Context: an optimization exercise on an open-source flow, tuned for small area. The choices shown serve that exercise and are no tape-out recipe. Function was checked by simulation only, so behaviour that the tests miss may differ from the original. Power figures rest on the tool's default switching activity, not on a simulated workload.

File: flow/config.mk
export PLATFORM = sky130hd
export DESIGN_NAME = FFT
export DESIGN_NICKNAME = FFT
export VERILOG_FILES = /design/flow/design.v
export SDC_FILE = /design/flow/constraint.sdc
export NUM_CORES = 4
export LEC_CHECK = 0
export CAP_MARGIN = 20
export CORE_MARGIN = 2
export CORE_UTILIZATION = 40
export SLEW_MARGIN = 20
File: flow/constraint.sdc
create_clock -name core_clock -period 10.0 [get_ports {clk}]
set_input_delay 2.0000 -clock core_clock [delete_from_list [all_inputs] [get_ports {clk}]]
set_output_delay 2.0000 -clock core_clock [all_outputs]
set_load 0.01 [all_outputs]
File: flow/design.v
module butterfly#(parameter WIDTH = 8,
                  parameter ROUND = 1)
                 (input clk,
                  input signed [WIDTH-1:0] in_a_re,
                  input signed [WIDTH-1:0] in_a_im,
                  input signed [WIDTH-1:0] in_b_re,
                  input signed [WIDTH-1:0] in_b_im,
                  output reg signed [WIDTH-1:0] out_a_re,
                  output reg signed [WIDTH-1:0] out_a_im,
                  output reg signed [WIDTH-1:0] out_b_re,
                  output reg signed [WIDTH-1:0] out_b_im);
    generate if (ROUND == 1) begin
    always @(posedge clk) begin
        out_a_re <= (in_a_re + in_b_re+ROUND) >>> 1;
        out_a_im <= (in_a_im + in_b_im+ROUND) >>> 1;
        out_b_re <= (in_a_re - in_b_re+ROUND) >>> 1;
        out_b_im <= (in_a_im - in_b_im+ROUND) >>> 1;
    end
    end else begin
    always @(posedge clk) begin
        out_a_re <= (in_a_re + in_b_re) >>> 1;
        out_a_im <= (in_a_im + in_b_im) >>> 1;
        out_b_re <= (in_a_re - in_b_re) >>> 1;
        out_b_im <= (in_a_im - in_b_im) >>> 1;
    end
    end
    endgenerate
endmodule
module delay#(parameter DEPTH = 32,
              parameter WIDTH = 8)
             (input clk,
              input signed [WIDTH-1:0] in_re,
              input signed [WIDTH-1:0] in_im,
              output reg signed [WIDTH-1:0] out_re,
              output reg signed [WIDTH-1:0] out_im);
    generate if (DEPTH > 1) begin
    integer i;
    localparam DEPTH_ = DEPTH <= 1 ? 1 : DEPTH - 1;
    reg signed [WIDTH-1:0] buffer_re[0:DEPTH_-1];
    reg signed [WIDTH-1:0] buffer_im[0:DEPTH_-1];
    always @(posedge clk) begin
        buffer_re[0] <= in_re;
        buffer_im[0] <= in_im;
        for(i = 1; i < DEPTH_; i = i + 1) begin
            buffer_re[i] <= buffer_re[i-1];
            buffer_im[i] <= buffer_im[i-1];
        end
        out_re <= buffer_re[DEPTH_-1];
        out_im <= buffer_im[DEPTH_-1];
    end
    end
    else begin
    always @(posedge clk) begin
        out_re <= in_re;
        out_im <= in_im;
    end
    end
    endgenerate
endmodule
module MulComplex#(parameter WIDTH = 8,
                   parameter ROUND = 1)
                  (input clk,
                   input signed [WIDTH-1:0] in_a_re,
                   input signed [WIDTH-1:0] in_a_im,
                   input signed [WIDTH-1:0] in_b_re,
                   input signed [WIDTH-1:0] in_b_im,
                   output reg signed [WIDTH-1:0] out_re,
                   output reg signed [WIDTH-1:0] out_im);
    reg signed [2 * WIDTH-1:0] out_re1;
    reg signed [2 * WIDTH-1:0] out_im1;
    reg signed [2 * WIDTH-1:0] out_re2;
    reg signed [2 * WIDTH-1:0] out_im2;
    generate if (ROUND == 0) begin
    always @(posedge clk) begin
        out_re1 <= (in_a_re * in_b_re+ (1 << (WIDTH-1)))>>>(WIDTH-1);
        out_re2 <= (in_a_im * in_b_im+ (1 << (WIDTH-1)))>>>(WIDTH-1);
        out_im1 <= (in_a_re * in_b_im+ (1 << (WIDTH-1)))>>>(WIDTH-1);
        out_im2 <= (in_a_im * in_b_re+ (1 << (WIDTH-1)))>>>(WIDTH-1);
    end
    end
    else begin
    always @(posedge clk) begin
        out_re1 <= (in_a_re * in_b_re)>>>(WIDTH-1);
        out_re2 <= (in_a_im * in_b_im)>>>(WIDTH-1);
        out_im1 <= (in_a_re * in_b_im)>>>(WIDTH-1);
        out_im2 <= (in_a_im * in_b_re)>>>(WIDTH-1);
    end
    end
    endgenerate
    always @(posedge clk) begin
        out_re <= out_re1 - out_re2;
        out_im <= out_im1 + out_im2;
    end
endmodule
module twiddlefactors#(parameter N = 64,
                       parameter ADDR_WIDTH =  ( $clog2(N) < 4 ) ? 4 : $clog2(N))
                      (input clk,
                       input [ADDR_WIDTH-1:0] addr,
                       output reg signed [15:0] twiddle_re,
                       output reg signed [15:0] twiddle_im);
    localparam WIDTH = 16;
    localparam signed [WIDTH-1:0] COS_SIN_PI_4 = (((32'h5A82799A<<1) >> (32-WIDTH)) + 1)>>>1;  
    localparam signed [WIDTH-1:0] SIN_PI_2 = (32'h80000000-1) >>> (32-WIDTH);  
    wire signed [WIDTH-1:0]  wn_re[0:(N>>3)-1]; 
    wire signed [WIDTH-1:0]  wn_im[0:(N>>3)-1]; 
    reg [ADDR_WIDTH-4:0]  select_addr;
    reg [2:0]  select_addr_m;
    generate if (N > 8) begin
    always @(posedge clk) begin
        select_addr_m <= addr[ADDR_WIDTH-1:ADDR_WIDTH-3];
        if(addr[ADDR_WIDTH-3]) begin
            select_addr <= -addr[ADDR_WIDTH-4:0];
        end
        else begin
            select_addr <= addr[ADDR_WIDTH-4:0];
        end
    end
    end
    else if (N == 8) begin
    always @(posedge clk) begin
        select_addr_m <= addr[2:0];
        select_addr <= 0;
    end
    end
    else begin
    end
    endgenerate
    always @(posedge clk) begin
        if(select_addr == 0) begin
            case(select_addr_m)
                3'b000: {twiddle_re, twiddle_im} <= { SIN_PI_2, {WIDTH{1'b0}} };
                3'b001: {twiddle_re, twiddle_im} <= { COS_SIN_PI_4, -COS_SIN_PI_4 };
                3'b010: {twiddle_re, twiddle_im} <= { {WIDTH{1'b0}}, -SIN_PI_2 };
                3'b011: {twiddle_re, twiddle_im} <= { -COS_SIN_PI_4, -COS_SIN_PI_4} ;
                default: {twiddle_re, twiddle_im} <= { {WIDTH{1'b0}}, {WIDTH{1'b0}} };
            endcase
        end
        else begin
            case(select_addr_m)
                3'b000: {twiddle_re, twiddle_im} <= { wn_re[select_addr], wn_im[select_addr] };
                3'b001: {twiddle_re, twiddle_im} <= { -wn_im[select_addr], -wn_re[select_addr] };
                3'b010: {twiddle_re, twiddle_im} <= { wn_im[select_addr], -wn_re[select_addr] };
                3'b011: {twiddle_re, twiddle_im} <= { -wn_re[select_addr], wn_im[select_addr] };
                3'b100: {twiddle_re, twiddle_im} <= { -wn_re[select_addr], -wn_im[select_addr] };
                3'b101: {twiddle_re, twiddle_im} <= { wn_im[select_addr], wn_re[select_addr] };
                default: {twiddle_re, twiddle_im} <= { {WIDTH{1'b0}}, {WIDTH{1'b0}} };
            endcase
        end
    end
    generate if (N == 8) begin
    assign wn_re[0] = 16'sd32768;assign wn_im[0] = -16'sd0;
    end
    else if (N == 16) begin
    assign wn_re[0] = 16'sd32768;assign wn_im[0] = -16'sd0;
    assign wn_re[1] = 16'sd30274;assign wn_im[1] = -16'sd12540;
    end
    else if (N == 32) begin
    assign wn_re[0] = 16'sd32768;assign wn_im[0] = -16'sd0;
    assign wn_re[1] = 16'sd32138;assign wn_im[1] = -16'sd6393;
    assign wn_re[2] = 16'sd30274;assign wn_im[2] = -16'sd12540;
    assign wn_re[3] = 16'sd27246;assign wn_im[3] = -16'sd18205;
    end
    else if (N == 64) begin
    assign wn_re[0] = 16'sd32768;assign wn_im[0] = -16'sd0;
    assign wn_re[1] = 16'sd32610;assign wn_im[1] = -16'sd3212;
    assign wn_re[2] = 16'sd32138;assign wn_im[2] = -16'sd6393;
    assign wn_re[3] = 16'sd31357;assign wn_im[3] = -16'sd9512;
    assign wn_re[4] = 16'sd30274;assign wn_im[4] = -16'sd12540;
    assign wn_re[5] = 16'sd28899;assign wn_im[5] = -16'sd15447;
    assign wn_re[6] = 16'sd27246;assign wn_im[6] = -16'sd18205;
    assign wn_re[7] = 16'sd25330;assign wn_im[7] = -16'sd20788;
    end
    else if (N == 128) begin
    assign wn_re[0] = 16'sd32768;assign wn_im[0] = -16'sd0;
    assign wn_re[1] = 16'sd32729;assign wn_im[1] = -16'sd1608;
    assign wn_re[2] = 16'sd32610;assign wn_im[2] = -16'sd3212;
    assign wn_re[3] = 16'sd32413;assign wn_im[3] = -16'sd4808;
    assign wn_re[4] = 16'sd32138;assign wn_im[4] = -16'sd6393;
    assign wn_re[5] = 16'sd31786;assign wn_im[5] = -16'sd7962;
    assign wn_re[6] = 16'sd31357;assign wn_im[6] = -16'sd9512;
    assign wn_re[7] = 16'sd30853;assign wn_im[7] = -16'sd11039;
    assign wn_re[8] = 16'sd30274;assign wn_im[8] = -16'sd12540;
    assign wn_re[9] = 16'sd29622;assign wn_im[9] = -16'sd14010;
    assign wn_re[10] = 16'sd28899;assign wn_im[10] = -16'sd15447;
    assign wn_re[11] = 16'sd28106;assign wn_im[11] = -16'sd16846;
    assign wn_re[12] = 16'sd27246;assign wn_im[12] = -16'sd18205;
    assign wn_re[13] = 16'sd26320;assign wn_im[13] = -16'sd19520;
    assign wn_re[14] = 16'sd25330;assign wn_im[14] = -16'sd20788;
    assign wn_re[15] = 16'sd24279;assign wn_im[15] = -16'sd22006;
    end
    else if (N == 256) begin
    assign wn_re[0] = 16'sd32768;assign wn_im[0] = -16'sd0;
    assign wn_re[1] = 16'sd32758;assign wn_im[1] = -16'sd804;
    assign wn_re[2] = 16'sd32729;assign wn_im[2] = -16'sd1608;
    assign wn_re[3] = 16'sd32679;assign wn_im[3] = -16'sd2411;
    assign wn_re[4] = 16'sd32610;assign wn_im[4] = -16'sd3212;
    assign wn_re[5] = 16'sd32522;assign wn_im[5] = -16'sd4011;
    assign wn_re[6] = 16'sd32413;assign wn_im[6] = -16'sd4808;
    assign wn_re[7] = 16'sd32286;assign wn_im[7] = -16'sd5602;
    assign wn_re[8] = 16'sd32138;assign wn_im[8] = -16'sd6393;
    assign wn_re[9] = 16'sd31972;assign wn_im[9] = -16'sd7180;
    assign wn_re[10] = 16'sd31786;assign wn_im[10] = -16'sd7962;
    assign wn_re[11] = 16'sd31581;assign wn_im[11] = -16'sd8740;
    assign wn_re[12] = 16'sd31357;assign wn_im[12] = -16'sd9512;
    assign wn_re[13] = 16'sd31114;assign wn_im[13] = -16'sd10279;
    assign wn_re[14] = 16'sd30853;assign wn_im[14] = -16'sd11039;
    assign wn_re[15] = 16'sd30572;assign wn_im[15] = -16'sd11793;
    assign wn_re[16] = 16'sd30274;assign wn_im[16] = -16'sd12540;
    assign wn_re[17] = 16'sd29957;assign wn_im[17] = -16'sd13279;
    assign wn_re[18] = 16'sd29622;assign wn_im[18] = -16'sd14010;
    assign wn_re[19] = 16'sd29269;assign wn_im[19] = -16'sd14733;
    assign wn_re[20] = 16'sd28899;assign wn_im[20] = -16'sd15447;
    assign wn_re[21] = 16'sd28511;assign wn_im[21] = -16'sd16151;
    assign wn_re[22] = 16'sd28106;assign wn_im[22] = -16'sd16846;
    assign wn_re[23] = 16'sd27684;assign wn_im[23] = -16'sd17531;
    assign wn_re[24] = 16'sd27246;assign wn_im[24] = -16'sd18205;
    assign wn_re[25] = 16'sd26791;assign wn_im[25] = -16'sd18868;
    assign wn_re[26] = 16'sd26320;assign wn_im[26] = -16'sd19520;
    assign wn_re[27] = 16'sd25833;assign wn_im[27] = -16'sd20160;
    assign wn_re[28] = 16'sd25330;assign wn_im[28] = -16'sd20788;
    assign wn_re[29] = 16'sd24812;assign wn_im[29] = -16'sd21403;
    assign wn_re[30] = 16'sd24279;assign wn_im[30] = -16'sd22006;
    assign wn_re[31] = 16'sd23732;assign wn_im[31] = -16'sd22595;
    end
    else if (N == 512) begin
    assign wn_re[0] = 16'sd32768;assign wn_im[0] = -16'sd0;
    assign wn_re[1] = 16'sd32766;assign wn_im[1] = -16'sd402;
    assign wn_re[2] = 16'sd32758;assign wn_im[2] = -16'sd804;
    assign wn_re[3] = 16'sd32746;assign wn_im[3] = -16'sd1206;
    assign wn_re[4] = 16'sd32729;assign wn_im[4] = -16'sd1608;
    assign wn_re[5] = 16'sd32706;assign wn_im[5] = -16'sd2009;
    assign wn_re[6] = 16'sd32679;assign wn_im[6] = -16'sd2411;
    assign wn_re[7] = 16'sd32647;assign wn_im[7] = -16'sd2811;
    assign wn_re[8] = 16'sd32610;assign wn_im[8] = -16'sd3212;
    assign wn_re[9] = 16'sd32568;assign wn_im[9] = -16'sd3612;
    assign wn_re[10] = 16'sd32522;assign wn_im[10] = -16'sd4011;
    assign wn_re[11] = 16'sd32470;assign wn_im[11] = -16'sd4410;
    assign wn_re[12] = 16'sd32413;assign wn_im[12] = -16'sd4808;
    assign wn_re[13] = 16'sd32352;assign wn_im[13] = -16'sd5205;
    assign wn_re[14] = 16'sd32286;assign wn_im[14] = -16'sd5602;
    assign wn_re[15] = 16'sd32214;assign wn_im[15] = -16'sd5998;
    assign wn_re[16] = 16'sd32138;assign wn_im[16] = -16'sd6393;
    assign wn_re[17] = 16'sd32058;assign wn_im[17] = -16'sd6787;
    assign wn_re[18] = 16'sd31972;assign wn_im[18] = -16'sd7180;
    assign wn_re[19] = 16'sd31881;assign wn_im[19] = -16'sd7571;
    assign wn_re[20] = 16'sd31786;assign wn_im[20] = -16'sd7962;
    assign wn_re[21] = 16'sd31686;assign wn_im[21] = -16'sd8351;
    assign wn_re[22] = 16'sd31581;assign wn_im[22] = -16'sd8740;
    assign wn_re[23] = 16'sd31471;assign wn_im[23] = -16'sd9127;
    assign wn_re[24] = 16'sd31357;assign wn_im[24] = -16'sd9512;
    assign wn_re[25] = 16'sd31238;assign wn_im[25] = -16'sd9896;
    assign wn_re[26] = 16'sd31114;assign wn_im[26] = -16'sd10279;
    assign wn_re[27] = 16'sd30986;assign wn_im[27] = -16'sd10660;
    assign wn_re[28] = 16'sd30853;assign wn_im[28] = -16'sd11039;
    assign wn_re[29] = 16'sd30715;assign wn_im[29] = -16'sd11417;
    assign wn_re[30] = 16'sd30572;assign wn_im[30] = -16'sd11793;
    assign wn_re[31] = 16'sd30425;assign wn_im[31] = -16'sd12167;
    assign wn_re[32] = 16'sd30274;assign wn_im[32] = -16'sd12540;
    assign wn_re[33] = 16'sd30118;assign wn_im[33] = -16'sd12910;
    assign wn_re[34] = 16'sd29957;assign wn_im[34] = -16'sd13279;
    assign wn_re[35] = 16'sd29792;assign wn_im[35] = -16'sd13646;
    assign wn_re[36] = 16'sd29622;assign wn_im[36] = -16'sd14010;
    assign wn_re[37] = 16'sd29448;assign wn_im[37] = -16'sd14373;
    assign wn_re[38] = 16'sd29269;assign wn_im[38] = -16'sd14733;
    assign wn_re[39] = 16'sd29086;assign wn_im[39] = -16'sd15091;
    assign wn_re[40] = 16'sd28899;assign wn_im[40] = -16'sd15447;
    assign wn_re[41] = 16'sd28707;assign wn_im[41] = -16'sd15800;
    assign wn_re[42] = 16'sd28511;assign wn_im[42] = -16'sd16151;
    assign wn_re[43] = 16'sd28311;assign wn_im[43] = -16'sd16500;
    assign wn_re[44] = 16'sd28106;assign wn_im[44] = -16'sd16846;
    assign wn_re[45] = 16'sd27897;assign wn_im[45] = -16'sd17190;
    assign wn_re[46] = 16'sd27684;assign wn_im[46] = -16'sd17531;
    assign wn_re[47] = 16'sd27467;assign wn_im[47] = -16'sd17869;
    assign wn_re[48] = 16'sd27246;assign wn_im[48] = -16'sd18205;
    assign wn_re[49] = 16'sd27020;assign wn_im[49] = -16'sd18538;
    assign wn_re[50] = 16'sd26791;assign wn_im[50] = -16'sd18868;
    assign wn_re[51] = 16'sd26557;assign wn_im[51] = -16'sd19195;
    assign wn_re[52] = 16'sd26320;assign wn_im[52] = -16'sd19520;
    assign wn_re[53] = 16'sd26078;assign wn_im[53] = -16'sd19841;
    assign wn_re[54] = 16'sd25833;assign wn_im[54] = -16'sd20160;
    assign wn_re[55] = 16'sd25583;assign wn_im[55] = -16'sd20475;
    assign wn_re[56] = 16'sd25330;assign wn_im[56] = -16'sd20788;
    assign wn_re[57] = 16'sd25073;assign wn_im[57] = -16'sd21097;
    assign wn_re[58] = 16'sd24812;assign wn_im[58] = -16'sd21403;
    assign wn_re[59] = 16'sd24548;assign wn_im[59] = -16'sd21706;
    assign wn_re[60] = 16'sd24279;assign wn_im[60] = -16'sd22006;
    assign wn_re[61] = 16'sd24008;assign wn_im[61] = -16'sd22302;
    assign wn_re[62] = 16'sd23732;assign wn_im[62] = -16'sd22595;
    assign wn_re[63] = 16'sd23453;assign wn_im[63] = -16'sd22884;
    end
    else if (N == 1024) begin
    assign wn_re[0] = 16'sd32768;assign wn_im[0] = -16'sd0;
    assign wn_re[1] = 16'sd32767;assign wn_im[1] = -16'sd201;
    assign wn_re[2] = 16'sd32766;assign wn_im[2] = -16'sd402;
    assign wn_re[3] = 16'sd32762;assign wn_im[3] = -16'sd603;
    assign wn_re[4] = 16'sd32758;assign wn_im[4] = -16'sd804;
    assign wn_re[5] = 16'sd32753;assign wn_im[5] = -16'sd1005;
    assign wn_re[6] = 16'sd32746;assign wn_im[6] = -16'sd1206;
    assign wn_re[7] = 16'sd32738;assign wn_im[7] = -16'sd1407;
    assign wn_re[8] = 16'sd32729;assign wn_im[8] = -16'sd1608;
    assign wn_re[9] = 16'sd32718;assign wn_im[9] = -16'sd1809;
    assign wn_re[10] = 16'sd32706;assign wn_im[10] = -16'sd2009;
    assign wn_re[11] = 16'sd32693;assign wn_im[11] = -16'sd2210;
    assign wn_re[12] = 16'sd32679;assign wn_im[12] = -16'sd2411;
    assign wn_re[13] = 16'sd32664;assign wn_im[13] = -16'sd2611;
    assign wn_re[14] = 16'sd32647;assign wn_im[14] = -16'sd2811;
    assign wn_re[15] = 16'sd32629;assign wn_im[15] = -16'sd3012;
    assign wn_re[16] = 16'sd32610;assign wn_im[16] = -16'sd3212;
    assign wn_re[17] = 16'sd32590;assign wn_im[17] = -16'sd3412;
    assign wn_re[18] = 16'sd32568;assign wn_im[18] = -16'sd3612;
    assign wn_re[19] = 16'sd32546;assign wn_im[19] = -16'sd3812;
    assign wn_re[20] = 16'sd32522;assign wn_im[20] = -16'sd4011;
    assign wn_re[21] = 16'sd32496;assign wn_im[21] = -16'sd4211;
    assign wn_re[22] = 16'sd32470;assign wn_im[22] = -16'sd4410;
    assign wn_re[23] = 16'sd32442;assign wn_im[23] = -16'sd4609;
    assign wn_re[24] = 16'sd32413;assign wn_im[24] = -16'sd4808;
    assign wn_re[25] = 16'sd32383;assign wn_im[25] = -16'sd5007;
    assign wn_re[26] = 16'sd32352;assign wn_im[26] = -16'sd5205;
    assign wn_re[27] = 16'sd32319;assign wn_im[27] = -16'sd5404;
    assign wn_re[28] = 16'sd32286;assign wn_im[28] = -16'sd5602;
    assign wn_re[29] = 16'sd32251;assign wn_im[29] = -16'sd5800;
    assign wn_re[30] = 16'sd32214;assign wn_im[30] = -16'sd5998;
    assign wn_re[31] = 16'sd32177;assign wn_im[31] = -16'sd6195;
    assign wn_re[32] = 16'sd32138;assign wn_im[32] = -16'sd6393;
    assign wn_re[33] = 16'sd32099;assign wn_im[33] = -16'sd6590;
    assign wn_re[34] = 16'sd32058;assign wn_im[34] = -16'sd6787;
    assign wn_re[35] = 16'sd32015;assign wn_im[35] = -16'sd6983;
    assign wn_re[36] = 16'sd31972;assign wn_im[36] = -16'sd7180;
    assign wn_re[37] = 16'sd31927;assign wn_im[37] = -16'sd7376;
    assign wn_re[38] = 16'sd31881;assign wn_im[38] = -16'sd7571;
    assign wn_re[39] = 16'sd31834;assign wn_im[39] = -16'sd7767;
    assign wn_re[40] = 16'sd31786;assign wn_im[40] = -16'sd7962;
    assign wn_re[41] = 16'sd31737;assign wn_im[41] = -16'sd8157;
    assign wn_re[42] = 16'sd31686;assign wn_im[42] = -16'sd8351;
    assign wn_re[43] = 16'sd31634;assign wn_im[43] = -16'sd8546;
    assign wn_re[44] = 16'sd31581;assign wn_im[44] = -16'sd8740;
    assign wn_re[45] = 16'sd31527;assign wn_im[45] = -16'sd8933;
    assign wn_re[46] = 16'sd31471;assign wn_im[46] = -16'sd9127;
    assign wn_re[47] = 16'sd31415;assign wn_im[47] = -16'sd9319;
    assign wn_re[48] = 16'sd31357;assign wn_im[48] = -16'sd9512;
    assign wn_re[49] = 16'sd31298;assign wn_im[49] = -16'sd9704;
    assign wn_re[50] = 16'sd31238;assign wn_im[50] = -16'sd9896;
    assign wn_re[51] = 16'sd31177;assign wn_im[51] = -16'sd10088;
    assign wn_re[52] = 16'sd31114;assign wn_im[52] = -16'sd10279;
    assign wn_re[53] = 16'sd31050;assign wn_im[53] = -16'sd10469;
    assign wn_re[54] = 16'sd30986;assign wn_im[54] = -16'sd10660;
    assign wn_re[55] = 16'sd30920;assign wn_im[55] = -16'sd10850;
    assign wn_re[56] = 16'sd30853;assign wn_im[56] = -16'sd11039;
    assign wn_re[57] = 16'sd30784;assign wn_im[57] = -16'sd11228;
    assign wn_re[58] = 16'sd30715;assign wn_im[58] = -16'sd11417;
    assign wn_re[59] = 16'sd30644;assign wn_im[59] = -16'sd11605;
    assign wn_re[60] = 16'sd30572;assign wn_im[60] = -16'sd11793;
    assign wn_re[61] = 16'sd30499;assign wn_im[61] = -16'sd11980;
    assign wn_re[62] = 16'sd30425;assign wn_im[62] = -16'sd12167;
    assign wn_re[63] = 16'sd30350;assign wn_im[63] = -16'sd12354;
    assign wn_re[64] = 16'sd30274;assign wn_im[64] = -16'sd12540;
    assign wn_re[65] = 16'sd30196;assign wn_im[65] = -16'sd12725;
    assign wn_re[66] = 16'sd30118;assign wn_im[66] = -16'sd12910;
    assign wn_re[67] = 16'sd30038;assign wn_im[67] = -16'sd13095;
    assign wn_re[68] = 16'sd29957;assign wn_im[68] = -16'sd13279;
    assign wn_re[69] = 16'sd29875;assign wn_im[69] = -16'sd13463;
    assign wn_re[70] = 16'sd29792;assign wn_im[70] = -16'sd13646;
    assign wn_re[71] = 16'sd29707;assign wn_im[71] = -16'sd13828;
    assign wn_re[72] = 16'sd29622;assign wn_im[72] = -16'sd14010;
    assign wn_re[73] = 16'sd29535;assign wn_im[73] = -16'sd14192;
    assign wn_re[74] = 16'sd29448;assign wn_im[74] = -16'sd14373;
    assign wn_re[75] = 16'sd29359;assign wn_im[75] = -16'sd14553;
    assign wn_re[76] = 16'sd29269;assign wn_im[76] = -16'sd14733;
    assign wn_re[77] = 16'sd29178;assign wn_im[77] = -16'sd14912;
    assign wn_re[78] = 16'sd29086;assign wn_im[78] = -16'sd15091;
    assign wn_re[79] = 16'sd28993;assign wn_im[79] = -16'sd15269;
    assign wn_re[80] = 16'sd28899;assign wn_im[80] = -16'sd15447;
    assign wn_re[81] = 16'sd28803;assign wn_im[81] = -16'sd15624;
    assign wn_re[82] = 16'sd28707;assign wn_im[82] = -16'sd15800;
    assign wn_re[83] = 16'sd28610;assign wn_im[83] = -16'sd15976;
    assign wn_re[84] = 16'sd28511;assign wn_im[84] = -16'sd16151;
    assign wn_re[85] = 16'sd28411;assign wn_im[85] = -16'sd16326;
    assign wn_re[86] = 16'sd28311;assign wn_im[86] = -16'sd16500;
    assign wn_re[87] = 16'sd28209;assign wn_im[87] = -16'sd16673;
    assign wn_re[88] = 16'sd28106;assign wn_im[88] = -16'sd16846;
    assign wn_re[89] = 16'sd28002;assign wn_im[89] = -16'sd17018;
    assign wn_re[90] = 16'sd27897;assign wn_im[90] = -16'sd17190;
    assign wn_re[91] = 16'sd27791;assign wn_im[91] = -16'sd17361;
    assign wn_re[92] = 16'sd27684;assign wn_im[92] = -16'sd17531;
    assign wn_re[93] = 16'sd27576;assign wn_im[93] = -16'sd17700;
    assign wn_re[94] = 16'sd27467;assign wn_im[94] = -16'sd17869;
    assign wn_re[95] = 16'sd27357;assign wn_im[95] = -16'sd18037;
    assign wn_re[96] = 16'sd27246;assign wn_im[96] = -16'sd18205;
    assign wn_re[97] = 16'sd27133;assign wn_im[97] = -16'sd18372;
    assign wn_re[98] = 16'sd27020;assign wn_im[98] = -16'sd18538;
    assign wn_re[99] = 16'sd26906;assign wn_im[99] = -16'sd18703;
    assign wn_re[100] = 16'sd26791;assign wn_im[100] = -16'sd18868;
    assign wn_re[101] = 16'sd26674;assign wn_im[101] = -16'sd19032;
    assign wn_re[102] = 16'sd26557;assign wn_im[102] = -16'sd19195;
    assign wn_re[103] = 16'sd26439;assign wn_im[103] = -16'sd19358;
    assign wn_re[104] = 16'sd26320;assign wn_im[104] = -16'sd19520;
    assign wn_re[105] = 16'sd26199;assign wn_im[105] = -16'sd19681;
    assign wn_re[106] = 16'sd26078;assign wn_im[106] = -16'sd19841;
    assign wn_re[107] = 16'sd25956;assign wn_im[107] = -16'sd20001;
    assign wn_re[108] = 16'sd25833;assign wn_im[108] = -16'sd20160;
    assign wn_re[109] = 16'sd25708;assign wn_im[109] = -16'sd20318;
    assign wn_re[110] = 16'sd25583;assign wn_im[110] = -16'sd20475;
    assign wn_re[111] = 16'sd25457;assign wn_im[111] = -16'sd20632;
    assign wn_re[112] = 16'sd25330;assign wn_im[112] = -16'sd20788;
    assign wn_re[113] = 16'sd25202;assign wn_im[113] = -16'sd20943;
    assign wn_re[114] = 16'sd25073;assign wn_im[114] = -16'sd21097;
    assign wn_re[115] = 16'sd24943;assign wn_im[115] = -16'sd21251;
    assign wn_re[116] = 16'sd24812;assign wn_im[116] = -16'sd21403;
    assign wn_re[117] = 16'sd24680;assign wn_im[117] = -16'sd21555;
    assign wn_re[118] = 16'sd24548;assign wn_im[118] = -16'sd21706;
    assign wn_re[119] = 16'sd24414;assign wn_im[119] = -16'sd21856;
    assign wn_re[120] = 16'sd24279;assign wn_im[120] = -16'sd22006;
    assign wn_re[121] = 16'sd24144;assign wn_im[121] = -16'sd22154;
    assign wn_re[122] = 16'sd24008;assign wn_im[122] = -16'sd22302;
    assign wn_re[123] = 16'sd23870;assign wn_im[123] = -16'sd22449;
    assign wn_re[124] = 16'sd23732;assign wn_im[124] = -16'sd22595;
    assign wn_re[125] = 16'sd23593;assign wn_im[125] = -16'sd22740;
    assign wn_re[126] = 16'sd23453;assign wn_im[126] = -16'sd22884;
    assign wn_re[127] = 16'sd23312;assign wn_im[127] = -16'sd23028;
    end
    else begin
    end
    endgenerate
endmodule
module sdf4 #(parameter N = 64,
              parameter S = 64,
              parameter WIDTH = 8)
             (input wire clk,
              input wire rst,
              input wire enable_in,
              input wire [WIDTH-1:0] in_re,
              input wire [WIDTH-1:0] in_im,
              output wire enable_out,
              output wire [WIDTH-1:0] out_re,
              output wire [WIDTH-1:0] out_im);
    localparam LOGN = $clog2(N);
    localparam LOGS = $clog2(S);
    reg [LOGN-1:0] in_cnt;
    wire S1_half;
    reg S1_half_d1;
    wire [WIDTH-1:0] delay1_in_re;
    wire [WIDTH-1:0] delay1_in_im;
    wire [WIDTH-1:0] delay1_out_re;
    wire [WIDTH-1:0] delay1_out_im;
    wire [WIDTH-1:0] butterfly1_out_a_re;
    wire [WIDTH-1:0] butterfly1_out_a_im;
    wire [WIDTH-1:0] butterfly1_out_b_re;
    wire [WIDTH-1:0] butterfly1_out_b_im;
    reg signed [WIDTH-1:0] delay1_out_re_last;
    reg signed [WIDTH-1:0] delay1_out_im_last;
    reg [LOGN-1:0] stage1_out_cnt;
    reg stage1_out_en;
    reg signed [WIDTH-1:0] stage1_out_re;
    reg signed [WIDTH-1:0] stage1_out_im;
    always @(posedge clk) begin
        if (rst) begin
            in_cnt <= 0;
        end
        else if (enable_in) begin
            in_cnt <= in_cnt + 1;
        end
        else begin
            in_cnt <= 0;
        end
    end
    assign S1_half = in_cnt[LOGS-1]; 
    always @(posedge clk) begin
        S1_half_d1 <= S1_half & ~rst;
    end
    assign delay1_in_re = S1_half ? butterfly1_out_b_re : in_re;
    assign delay1_in_im = S1_half ? butterfly1_out_b_im : in_im;
    delay #(.DEPTH((S>>1)), .WIDTH(WIDTH)) u_delay1(
    .clk    (clk),
    .in_re  (delay1_in_re),
    .in_im  (delay1_in_im),
    .out_re (delay1_out_re),
    .out_im (delay1_out_im)
    );
    butterfly#(.WIDTH(WIDTH)) u1_butterfly(
    .clk      (clk),
    .in_a_re  (delay1_out_re),
    .in_a_im  (delay1_out_im),
    .in_b_re  (in_re),
    .in_b_im  (in_im),
    .out_a_re (butterfly1_out_a_re),
    .out_a_im (butterfly1_out_a_im),
    .out_b_re (butterfly1_out_b_re),
    .out_b_im (butterfly1_out_b_im)
    );
    always @(posedge clk) begin
        if (~S1_half&&S1_half_d1)
        begin
            delay1_out_re_last <= butterfly1_out_b_re;
            delay1_out_im_last <= butterfly1_out_b_im;
        end
        else
        begin
            delay1_out_re_last <= delay1_out_re_last;
            delay1_out_im_last <= delay1_out_im_last;
        end
    end
    always @(posedge clk) begin
        if (rst)
        begin
            stage1_out_en <= 0;
        end
        else if (S1_half_d1)
        begin
            stage1_out_en <= 1;
        end
        else if (stage1_out_cnt == N - 1)
        begin
            stage1_out_en <= 0;
        end
        else
        begin
            stage1_out_en <= stage1_out_en;
        end
    end
    reg [LOGS-1:0] stage1_out_cnt_ad;
    always @(posedge clk) begin
        if (stage1_out_en && !rst)
        begin
            stage1_out_cnt <= stage1_out_cnt + 1;
            stage1_out_cnt_ad <= stage1_out_cnt+2;
        end
        else
        begin
            stage1_out_cnt <= 0;
            stage1_out_cnt_ad <= 0;
        end
    end
    always @(posedge clk) begin
        if (S1_half_d1)
        begin
            stage1_out_re <= butterfly1_out_a_re;
            stage1_out_im <= butterfly1_out_a_im;
        end
        else if (stage1_out_cnt[LOGS-1:0] == S - 2)
        begin
            stage1_out_re <= delay1_out_im_last;
            stage1_out_im <= -delay1_out_re_last;
        end
        else if(stage1_out_cnt_ad[LOGS-1:LOGS-2] == 2'b11)
        begin
            stage1_out_re <= delay1_out_im;
            stage1_out_im <= -delay1_out_re;
        end
        else
        begin
            stage1_out_re <= delay1_out_re;
            stage1_out_im <= delay1_out_im;
        end
    end
    wire S2_half;
    reg S2_half_d1;
    wire [WIDTH-1:0] delay2_in_re;
    wire [WIDTH-1:0] delay2_in_im;
    wire [WIDTH-1:0] delay2_out_re;
    wire [WIDTH-1:0] delay2_out_im;
    wire [WIDTH-1:0] butterfly2_out_a_re;
    wire [WIDTH-1:0] butterfly2_out_a_im;
    wire [WIDTH-1:0] butterfly2_out_b_re;
    wire [WIDTH-1:0] butterfly2_out_b_im;
    reg [WIDTH-1:0] delay2_out_re_last;
    reg [WIDTH-1:0] delay2_out_im_last;
    reg [LOGN-1:0] stage2_out_cnt;
    reg stage2_out_en;
    reg [WIDTH-1:0] stage2_out_re;
    reg [WIDTH-1:0] stage2_out_im;
    assign S2_half = stage1_out_cnt[LOGS-2]; 
    always @(posedge clk) begin
        S2_half_d1 <= S2_half & ~rst;
    end
    assign delay2_in_re = S2_half ? butterfly2_out_b_re : stage1_out_re;
    assign delay2_in_im = S2_half ? butterfly2_out_b_im : stage1_out_im;
    delay #(.DEPTH((S>>2)), .WIDTH(WIDTH)) u_delay2(
    .clk    (clk),
    .in_re  (delay2_in_re),
    .in_im  (delay2_in_im),
    .out_re (delay2_out_re),
    .out_im (delay2_out_im)
    );
    butterfly#(.WIDTH(WIDTH)) u2_butterfly(
    .clk      (clk),
    .in_a_re  (delay2_out_re),
    .in_a_im  (delay2_out_im),
    .in_b_re  (stage1_out_re),
    .in_b_im  (stage1_out_im),
    .out_a_re (butterfly2_out_a_re),
    .out_a_im (butterfly2_out_a_im),
    .out_b_re (butterfly2_out_b_re),
    .out_b_im (butterfly2_out_b_im)
    );
    always @(posedge clk) begin
        if (~S2_half&&S2_half_d1)
        begin
            delay2_out_re_last <= butterfly2_out_b_re;
            delay2_out_im_last <= butterfly2_out_b_im;
        end
        else
        begin
            delay2_out_re_last <= delay2_out_re_last;
            delay2_out_im_last <= delay2_out_im_last;
        end
    end
    always @(posedge clk) begin
        if (rst)
        begin
            stage2_out_en <= 0;
        end
        else if (S2_half_d1)
        begin
            stage2_out_en <= 1;
        end
        else if (stage2_out_cnt == N - 1)
        begin
            stage2_out_en <= 0;
        end
        else
        begin
            stage2_out_en <= stage2_out_en;
        end
    end
    always @(posedge clk) begin
        if (stage2_out_en && !rst)
        begin
            stage2_out_cnt <= stage2_out_cnt + 1;
        end
        else
        begin
            stage2_out_cnt <= 0;
        end
    end
    always @(posedge clk) begin
        if (S2_half_d1)
        begin
            stage2_out_re <= butterfly2_out_a_re;
            stage2_out_im <= butterfly2_out_a_im;
        end
        else if (stage2_out_cnt[LOGS-2:0] == (S>>1) - 2)
        begin
            stage2_out_re <= delay2_out_re_last;
            stage2_out_im <= delay2_out_im_last;
        end
        else
        begin
            stage2_out_re <= delay2_out_re;
            stage2_out_im <= delay2_out_im;
        end
    end
    generate if (LOGS>2) begin : g_mul
    wire [1:0] S2_bank;
    wire [WIDTH-1:0] twiddle_re;
    wire [WIDTH-1:0] twiddle_im;
    reg [LOGS-1:0] tw_addr;  
    reg tw_addr_syn_en;
    reg [LOGN-1:0] tw_addr_syn_cnt;
    always @(posedge clk) begin
        if (rst) begin
            tw_addr_syn_cnt <= 0;
            tw_addr_syn_en  <= 0;
        end
        else if (S2_half_d1&&~tw_addr_syn_en) begin
            tw_addr_syn_cnt <= 3;
            tw_addr_syn_en  <= 1;
        end
        else if (tw_addr_syn_cnt == N-1) begin
            tw_addr_syn_en <= 0;
            tw_addr_syn_cnt <= 0;
        end
            else if (tw_addr_syn_en)
            begin
            tw_addr_syn_cnt <= tw_addr_syn_cnt + 1;
            end
        else
        begin
            tw_addr_syn_cnt <= 0;
        end
    end
    assign S2_bank = {tw_addr_syn_cnt[LOGS-2], tw_addr_syn_cnt[LOGS-1]};
    always @(posedge clk) begin
        tw_addr <= S2_bank*tw_addr_syn_cnt[LOGS-3:0];
    end
    twiddlefactors #(.N(S)) u_twiddlefactors(
    .clk        (clk),
    .addr       (tw_addr),
    .twiddle_re (twiddle_re),
    .twiddle_im (twiddle_im)
    );
    MulComplex #(.WIDTH(WIDTH)) u_MulComplex(
    .clk     (clk),
    .in_a_re (stage2_out_re),
    .in_a_im (stage2_out_im),
    .in_b_re (twiddle_re),
    .in_b_im (twiddle_im),
    .out_re  (out_re),
    .out_im  (out_im)
    );
    reg stage2_out_en_d1;
    reg stage2_out_en_d2;
    always @(posedge clk) begin
        stage2_out_en_d1 <= stage2_out_en & ~rst;
        stage2_out_en_d2 <= stage2_out_en_d1 & ~rst;
    end
    assign enable_out = stage2_out_en_d2;
    end
    else
    begin
    assign out_re = stage2_out_re;
    assign out_im = stage2_out_im;
    assign enable_out = stage2_out_en;
    end
    endgenerate
endmodule
module FFT#(parameter N = 64,
            parameter WIDTH = 16)
           (input clk,
            input rst,
            input enable_in,
            input signed [WIDTH-1:0] in_re,
            input signed [WIDTH-1:0] in_im,
            output reg enable_out,
            output reg signed [WIDTH-1:0] out_re,
            output reg signed [WIDTH-1:0] out_im);
    generate
    localparam DEPTH_DATA = ($clog2(N)+1)>>1;
    localparam STAGE_NUM  = $clog2(N)>>1;
    reg [DEPTH_DATA-1:0] buffer_enable_in;
    reg [WIDTH-1:0] buffer_in_re[0:DEPTH_DATA-1];
    reg [WIDTH-1:0] buffer_in_im[0:DEPTH_DATA-1];
    wire [DEPTH_DATA-1:0] buffer_enable_out;
    wire [WIDTH-1:0] buffer_out_re[0:DEPTH_DATA-1];
    wire [WIDTH-1:0] buffer_out_im[0:DEPTH_DATA-1];
    always @(posedge clk) begin
        buffer_enable_in[0] <= enable_in & ~rst;
        buffer_in_re[0]     <= in_re;
        buffer_in_im[0]     <= in_im;
        enable_out          <= buffer_enable_out[DEPTH_DATA-1] & ~rst;
        out_re              <= buffer_out_re[DEPTH_DATA-1];
        out_im              <= buffer_out_im[DEPTH_DATA-1];
    end
    genvar i;
    for(i = 0; i < DEPTH_DATA-1; i = i + 1) begin
        always @(posedge clk) begin
            buffer_in_re[i+1]     <= buffer_out_re[i];
            buffer_in_im[i+1]     <= buffer_out_im[i];
            buffer_enable_in[i+1] <= buffer_enable_out[i] & ~rst;
        end
    end
    for(i = 0; i < STAGE_NUM; i = i + 1) begin : sdf4_gen
    sdf4 #(.N(N), .S(N>>(2*i)), .WIDTH(WIDTH)) u_sdf4(
    .clk        (clk),
    .rst        (rst),
    .enable_in  (buffer_enable_in[i]),
    .in_re      (buffer_in_re[i]),
    .in_im      (buffer_in_im[i]),
    .enable_out (buffer_enable_out[i]),
    .out_re     (buffer_out_re[i]),
    .out_im     (buffer_out_im[i])
    );
    end
    if (DEPTH_DATA!= STAGE_NUM) begin : sdf2_gen
    sdf2 #(.WIDTH(WIDTH)) u_sdf2(
    .clk        (clk),
    .enable_in  (buffer_enable_in[STAGE_NUM-1]),
    .in_re      (buffer_in_re[STAGE_NUM-1]),
    .in_im      (buffer_in_im[STAGE_NUM-1]),
    .enable_out (buffer_enable_out[STAGE_NUM]),
    .out_re     (buffer_out_re[STAGE_NUM]),
    .out_im     (buffer_out_im[STAGE_NUM])
    );
    end
    endgenerate
endmodule
File: flow/run.sh
#!/bin/bash
# synth_recipe.tcl (not shown) runs the flow's synth.tcl, then flattens the netlist and writes it again
# the make line also repeats each setting of config.mk as NAME=value (left out here)
make -C /OpenROAD-flow-scripts/flow DESIGN_CONFIG=/design/flow/config.mk WORK_HOME=/design/flow/orfs CLKGATE_MAP_FILE= SYNTH_SCRIPT=/design/flow/synth_recipe.tcl finish
==> flow_summary.toml <==
[run_status]
outcome = "finished clean"

[floorplan]
ios = 68
fp.dieH_um = 660
num_rows = 240
initial_core_utilization = 0.402
die-area_sq_um = 436000
core_sq_um = 428000
die_x_um = 660

[critical_path]
rr_worst_depth = 23
slack_of_the_worst_reg_to_reg_path_ps = 2340
cpMaxStageDelayCell = "sky130_fd_sc_hd__dfxtp_1"
rr_endpoint = "sdf4_gen[1].u_sdf4.g_mul.u_MulComplex.out_im2[15]"
crit_path_end_kind = "flip-flop"
worst_ep_required_time_ps = 10780
critPathKind = "reg -> reg"
worst_path_arrival_time_ps = 8440
crit_top_cell = "sky130_fd_sc_hd__fa_1"
critical_path.max_fanout = 19
critical-path-top-delay-family = "adder cells"
max_stage_delay_ps = 940
worstSetupStartpointType = "flip-flop"
critical_path_buf_inv_count = 5
crit_chain = "buf_4 > nand2_1 > fa_1 > fa_1 > fa_1 > inv_1 > fa_1 > fa_1 > inv_1 > fa_1 > inv_1 > ha_1 > a21o_1 > a21o_1 > a21o_1 > a31oi_1 > o21ai_1 > buf_4 > a221o_1 > o31a_1 > a211oi_1 > o21bai_1 > xnor2_1"

[routing]
detail_route.wirelength_um = 375000
first_pass_iters = 6
via_count = 105000
drcViolationCount = 0
detailedRoute.firstIterationViolations = 5469
wire_per_inst_um = 16.9
vias_per_cell = 4.71
drtAntennaViolNets = 0

[synthesis]
synth.cells.most_frequent = "3076 x sky130_fd_sc_hd__dfxtp_1, 2837 x sky130_fd_sc_hd__inv_1, 2061 x sky130_fd_sc_hd__fa_1"
asyncSetResetFlopFracSynth = 0
cell_count_after_synthesis = 16200
synth.yosys.seq_area_share = 0.391
synth.net_count = 19500
synth.most_common_cell = "sky130_fd_sc_hd__dfxtp_1"
netlist-cell-type-count = 88
postSynth.topFlopCell = "sky130_fd_sc_hd__dfxtp_1"
synth.yosys.warnings = 28
synth_enable_flop_cells = 192
synth.largest_area_cell = "sky130_fd_sc_hd__dfxtp_1"
syn_avg_cell_area_sq_um = 10.6
synth_top_cell_area_share = 0.358
syn_area_sq_um = 172000
synth_seq_cells = 3268
synth.top_cells.by_area = "sky130_fd_sc_hd__dfxtp_1 36%, sky130_fd_sc_hd__fa_1 24%, sky130_fd_sc_hd__ha_1 9.1%"

[timing]
fin_skew_ps = 56.4
postLayoutSetupSlackWorst_ps = 2340
layout_min_cycle_time_ps = 7660
period_share = 0.766
fin_tns_setup_ps = 0
finalSetupViolCount = 0
hold_viol = 0
rsz0062_at_grt = "false"
worst_slew_pin_slew_ps = 1180
hold_ws_ps = 287
maxSlewViolCount = 0
max_slew_margin = 0.210
achievable-frequency_mhz = 131

[clocking]
htree_levels = 5
clock_sink_count = 3268
clkTransAtPathRegs_ps = 60
number_of_buffers_created_by_cts = 323
cts.hold.buffers_added = 0
ctsRootBufferMaster = "sky130_fd_sc_hd__clkbuf_16"
number_of_instances_resized_during_post_cts_repair = 0
cts_max_path_buffers = 4
clk_latency_ps = 960
cts_tree = "built"
post-cts-setup-buffers = 0

[min_path]
hp-start = "sdf4_gen[0].u_sdf4.u_delay2.genblk1.buffer_im[14][5]"
hold_path_depth = 0
timing.hold.worst_endpoint = "sdf4_gen[0].u_sdf4.u_delay2.out_im[5]"
timing.hold.worst.class = "reg -> reg"

[layout]
number_of_filler_instances_in_the_final_layout = 40200
num-nets-final = 19500
layout.cells.non_filler = 22200
areaGrowthSynthToFinish_pct = 10.7
layout_cell_share_with_drive_strength_beyond_1 = 0.0506

[grt]
globalRouteTotalUtil = 0.175
gr-total-overflow = 0
first_pass_grt_wire_length_um = 605000
first_global_vias = 111000
antenna_found_initial = 19
grt_start_max_net_pins = 66

[placed_design]
routabilityCongestion = 0.871
post-place-cells = 21600
detailed_place_hpwl_um = 286000
io_buffer_count = 67
preCtsSetupSlack_ps = 2380

[power_and_ir_drop]
total_power_mw = 26.9
cellLeakagePower_nw = 90.1
pwr_density_cell_nw_per_um2 = 141
ir_drop_mv = 0.179

[run]
max_cap_violations = 0
## state kept, by name (all words and copies together) (netlist names), 288 cells and up
name / cells
sdf4_gen.u_sdf4.u_delay2.genblk1.buffer_re: 288
sdf4_gen.u_sdf4.u_delay1.genblk1.buffer_im: 624
sdf4_gen.u_sdf4.u_delay2.genblk1.buffer_im: 288
sdf4_gen.u_sdf4.u_delay1.genblk1.buffer_re: 624
## worst register-to-register path, stage by stage, from the launching register on
cell and delay (ps):
sky130_fd_sc_hd__dfxtp_1 940, sky130_fd_sc_hd__buf_4 380, sky130_fd_sc_hd__nand2_1 210, sky130_fd_sc_hd__fa_1 580
sky130_fd_sc_hd__fa_1 520, sky130_fd_sc_hd__fa_1 520, sky130_fd_sc_hd__inv_1 50, sky130_fd_sc_hd__fa_1 490
sky130_fd_sc_hd__fa_1 500, sky130_fd_sc_hd__inv_1 50, sky130_fd_sc_hd__fa_1 470, sky130_fd_sc_hd__inv_1 40
sky130_fd_sc_hd__ha_1 280, sky130_fd_sc_hd__a21o_1 170, sky130_fd_sc_hd__a21o_1 190, sky130_fd_sc_hd__a21o_1 170
sky130_fd_sc_hd__a31oi_1 440, sky130_fd_sc_hd__o21ai_1 140, sky130_fd_sc_hd__buf_4 180, sky130_fd_sc_hd__a221o_1 360
sky130_fd_sc_hd__o31a_1 290, sky130_fd_sc_hd__a211oi_1 320, sky130_fd_sc_hd__o21bai_1 120, sky130_fd_sc_hd__xnor2_1 130
## worst max path at each step
stage / to / depth (start not counted) / startpoint
after floorplan: sdf4_gen[1].u_sdf4.g_mul.u_MulComplex.out_im2[15] / 23 / flip-flop
after global placement: sdf4_gen[1].u_sdf4.g_mul.u_MulComplex.out_im2[15] / 23 / flip-flop
after detailed placement: sdf4_gen[1].u_sdf4.g_mul.u_MulComplex.out_im2[15] / 23 / flip-flop
after CTS: sdf4_gen[1].u_sdf4.g_mul.u_MulComplex.out_im2[15] / 23 / flip-flop
after global routing: sdf4_gen[1].u_sdf4.g_mul.u_MulComplex.out_im2[15] / 23 / flip-flop
final: sdf4_gen[1].u_sdf4.g_mul.u_MulComplex.out_im2[15] / 23 / flip-flop
## where the power goes
part | internal, mW | switching, mW | total, mW
sequential | 13.6 | 0.145 | 13.7
combinational | 0.220 | 0.275 | 0.496
clock | 7.37 | 5.28 | 12.7
total | 21.2 | 5.70 | 26.9
## area by class of cell
class	count	area, sq um	share of cell area
Sequential cell	3268	67400	0.353
Timing Repair Buffer	225	1850	0.00973
Tap cell	5687	7120	0.0373
Clock inverter	147	1960	0.0103
Multi-Input combinational cell	9531	92200	0.484
Clock buffer	447	9370	0.0492
Inverter	2851	10700	0.0561
Antenna cell	24	60.1	0.000315
## routing by layer
layer,vias up,track usage,share of wire
li1,50200,-,-
met1,51700,0.218,0.43
met2,1922,0.312,0.50
met3,681,0.0195,0.039
met4,2,0.0608,0.036
met5,-,0,0.000053
## cell usage in the layout (no fill, tap or decap), drive strengths merged, types with 27 or more instances in the layout
cell type / instances
a21boi: 41
o211ai: 45
edfxtp: 192
ha: 1246
bufinv: 27
and3: 49
clkbuf: 447
nand2: 1605
buf: 159
nor2: 596
xor2: 201
or3: 42
clkdlybuf4s50: 66
and2: 714
a21oi: 433
a211oi: 45
a31oi: 47
inv: 2889
o21ai: 636
mux2: 49
o41ai: 28
nor4: 33
nand4: 30
nor2b: 106
fa: 2061
clkinv: 70
xnor2: 474
o21ba: 31
a21o: 78
or2: 28
o21bai: 67
nand2b: 120
nor3: 130
mux2i: 110
nand3: 188
dfxtp: 3076
## kinds of logic after synthesis
kind of cell,Yosys count,synth area share
buffers and inverters,3394,0.0743
and+or+nand+nor,3701,0.101
DFF,3268,0.391
adders and majority gates,3307,0.330
AOI/OAI and AO/OA,1689,0.0597
xor gates and xnor gates,675,0.0343
muxes,159,0.00962
## metrics by stage
step,util,area [sq um]
floorplan,-,172000
global placement,0.419,179000
detailed placement,0.419,179000
CTS,0.445,191000
global route,0.445,191000
finish,0.445,191000

==> afterwards: timing with drivers on the ports <==
In the flow no input, the clock included, has a driving cell. The finished layout below was timed again as built, in two steps. Step 1 assumes that a clkbuf_16 drives the clock port and a buf_2 every other input. Step 2, shift: input delay + t, output delay - t, t = (earliest + latest rising clock arrival at the registers) / 2. This alone moves slack from input paths to output paths. Three values: ideal, step 1, step 2; two values: the first two.
shift t [ns]: 1.032
setup WS [ns]: 2.343 / 2.343 / 2.343
worst setup path at the end: register to register
pins driven straight from the clock port: 1
After both steps setup and hold are still met in this run. The setup slack of this run moves by 0.000 ns with the drivers and by 0.000 ns with both steps.
